This is an optimization exercise on Yosys and OpenROAD, whose aim is small area and a short achievable clock period, not a production implementation.
At most, simulation tests tie the RTL to the original design; equivalence was not proved.
Power is estimated from default activity; no workload was simulated.

// microprocessor
module microprocessor(
	input wire clk,
	input wire clr,
	input wire step,
	input wire [15:0] instruction,
	output wire [15:0] pc_out,
	output reg wb_en,
	output reg [3:0] wb_addr,
	output wire [15:0] wb_data,
	output reg st_en,
	output reg [1:0] st_addr,
	output reg [15:0] st_data
);
clock: 10.5 ns
lec_check: 0
cap_margin: 20
core_margin: 2
core_utilization: 40
cts_cluster_diameter: 80
cts_cluster_size: 20
place_density: 0.75
setup_slack_margin: 5
slew_margin: 20
synth_hierarchical: 1
standard.sh (not shown) runs the stock make flow with config.mk's settings and CLKGATE_MAP_FILE= SYNTH_SCRIPT=/design/flow/synth_recipe.tcl, a recipe that flattens the netlist after the stock synthesis.
==> flow/flow/run.sh <==
#!/bin/bash
# Own layout flow: the standard flow (standard.sh, the standard synthesis
# script and ORFS) with a few extra ORFS settings:
#  - the port buffers are sky130_fd_sc_hd__buf_4 instead of the resizer's default
#    choice (a slow delay cell);
#  - repair_timing aims for a larger setup margin.
# Each step's full output goes to a log file in the work folder.
set -euo pipefail
W=$(pwd)
X=("BUFFER_PORTS_ARGS=-buffer_cell sky130_fd_sc_hd__buf_4")
if [[ -f flow/extra.txt ]]; then
  while IFS= read -r line; do
    [[ -z "$line" || "$line" == \#* ]] && continue
    X+=("$line")
  done < flow/extra.txt
fi
printf '%s\n' "${X[@]}" > "$W/flow_settings.log"
bash standard.sh "${X[@]}" synth > "$W/flow_synth.log" 2>&1
bash standard.sh "${X[@]}" finish > "$W/flow_layout.log" 2>&1
test -f out/final.def
==> flow/flow/extra.txt <==
SETUP_SLACK_MARGIN=6.0
TNS_END_PERCENT=100
==> next run, changes <==
==> flow/flow/extra.txt (replaced) <==
SETUP_SLACK_MARGIN=6.1
TNS_END_PERCENT=100
Worst setup slack barely changes.
Hold slack degrades by 21 ps.
Wire length increases by 1.1%.
Utilization decreases by 0.12 points.
Sequential share of layout area increases by 0.15 points.
Clock skew decreases by 18 ps.

* * *

microprocessor, a different RTL version from the one above (not shown whole).
Size in the first run: about 1600 cells after synthesis, roughly 380 flip-flops, ~75 I/O pins, about 19000 um^2 of cells after synthesis.
export LEC_CHECK = 0
export CAP_MARGIN = 20
export CORE_MARGIN = 2
export CORE_UTILIZATION = 40
export SETUP_SLACK_MARGIN = 4
export SLEW_MARGIN = 20
create_clock -name core_clock -period 10.5 [get_ports {clk}]
==> flow/flow/extra.txt <==
SETUP_SLACK_MARGIN=5
CTS_BUF_LIST=sky130_fd_sc_hd__clkbuf_8
Scripts as last shown in full above: flow/flow/run.sh
The first run completed without violations.
Then changed:
==> flow/flow/extra.txt (replaced) <==
SETUP_SLACK_MARGIN=4.5
The new run ran to the end with no violations. Wire length is lower by about 3.5%. Cell area goes down by about 5%. Utilization drops by 2.3 points. Total power rose by 2.5%. Sequential power stays flat. Via count shrinks by 4.3%.
No run of this note included a check of the RTL's function; only the layout flow was run.

* * *

== v28 ==
Another version of the RTL of microprocessor (not shown whole).
For scale: roughly 75 I/O pins.
==> flow/design.v (excerpt) <==
module microprocessor(
	input wire clk,
	input wire clr,
	input wire step,
	input wire [15:0] instruction,
	output wire [15:0] pc_out,
	output reg wb_en,
	output reg [3:0] wb_addr,
	output wire [15:0] wb_data,
	output reg st_en,
	output reg [1:0] st_addr,
	output reg [15:0] st_data
);
export LEC_CHECK = 0
export CAP_MARGIN = 20
export CORE_MARGIN = 2
export CORE_UTILIZATION = 40
export CTS_BUF_LIST = sky130_fd_sc_hd__clkbuf_4
export SETUP_SLACK_MARGIN = 5
export SLEW_MARGIN = 20
export SYNTH_HIERARCHICAL = 1
create_clock -name core_clock -period 10.5 [get_ports {clk}]
==> flow/flow/extra.txt <==
SETUP_SLACK_MARGIN=6.0
Scripts as last shown in full above: flow/flow/run.sh
v28: done, clean on timing, DRC and antenna
Here is what was changed in the inputs of v8 compared with v28.
==> flow/flow/extra.txt <==
SETUP_SLACK_MARGIN=6.4
TNS_END_PERCENT=10
-- flow/config.mk --
<<< v28, line 10
export CORE_UTILIZATION = 40
export CTS_BUF_LIST = sky130_fd_sc_hd__clkbuf_4
export SETUP_SLACK_MARGIN = 5
>>> v8, line 10
export CORE_UTILIZATION = 40
export CTS_BUF_LIST = sky130_fd_sc_hd__clkbuf_8
export SETUP_SLACK_MARGIN = 5
--- outcome ---
Across v28 and v8, the outcome is the same: a clean finish for every run. Compared with v28, v8 shows a higher proportion of power drawn by combinational gates. Compared with v28, in v8 routed wire length higher; placed instance area roughly the same.
For v44, these inputs were changed with respect to v8:
==> flow/flow/extra.txt <==
SETUP_SLACK_MARGIN=6.1
### Flow results
Going from v8 to v44, total CTS buffers grew by 1; final critical-path share of the clock period fell by 0.57 points.
Going from v8 to v44, first-pass GRT wire length shrank slightly.
For the clock network fraction of design power, v44 came in 1.3 points lower than v8 did.
Lower sequential cell area share among v8 and v44: v44
v44 gives more least setup slack across all paths after layout than v8 did.
Of v8 and v44, the run reporting the higher logic gate share of total power was v44.
Compared with v8, v44 shows global-route usage lower by 0.32 points.
Going from v8 to v44, the internal portion of total power was found to have gone down by 1.6%.
[inputs] v50 vs v44
==> flow/flow/extra.txt <==
SETUP_SLACK_MARGIN=6.0
==> comparison <==
v50: number of nets in the layout is about 2.4% lower than what v44 reported.
Lower register-to-register slack among v44 and v50: v44
Total non-filler cell area in the finished layout of v50 falls short of that of v44 by a few percent.
Taking v44 as the reference, in v50 global routing usage on met1 rose by 0.26 points; wire length shrank by 790 µm; power -about 2%.

[separate check: timing with driven ports]
Ports are ideal in the flow. The routed layouts listed here were re-timed in OpenROAD. Step 1 assumes that a clkbuf_16 drives the clock port and a buf_2 every other input. Step 2 adds t to the input delays and takes it off the output delays; t is the mean of the earliest and latest rising clock arrival at the registers after step 1. Input paths then give back, and output paths get back, about the clock's delay inside the block. Three values: ideal, step 1, step 2; two values: the first two.
| run | t (ns) | slack for setup (ns) | worst hold slack (ns) | worst slew at a driven data input, ns | pins driven straight from the clock port |
|---|---|---|---|---|---|
| the first run of note 1 | 0.605 | 6.079 / 5.928 / 5.324 | 0.593 / 0.593 / 0.593 | 0.21 | 1 |
| the second run of note 1 | 0.633 | 6.080 / 5.999 / 5.367 | 0.572 / 0.572 / 0.572 | 0.23 | 1 |
| the first run of note 2 | 0.744 | 5.024 / 4.968 / 4.224 | 0.523 / 0.523 / 0.523 | 0.16 | 1 |
| the second run of note 2 | 0.636 | 4.677 / 4.690 / 4.054 | 0.523 / 0.523 / 0.523 | 0.07 | 1 |
| v28 | 0.867 | 5.965 / 5.856 / 4.989 | 0.580 / 0.580 / 0.580 | 0.22 | 1 |
| v8 | 0.682 | 5.990 / 5.773 / 5.091 | 0.550 / 0.550 / 0.550 | 0.30 | 1 |
| v44 | 0.681 | 6.050 / 5.887 / 5.205 | 0.566 / 0.566 / 0.566 | 0.23 | 1 |
| v50 | 0.683 | 6.003 / 5.883 / 5.199 | 0.590 / 0.590 / 0.590 | 0.22 | 1 |
After both steps setup and hold are still met in every run listed. The setup slack of v28, which loses most, moves by -0.109 ns with the drivers and by -0.976 ns with both steps.
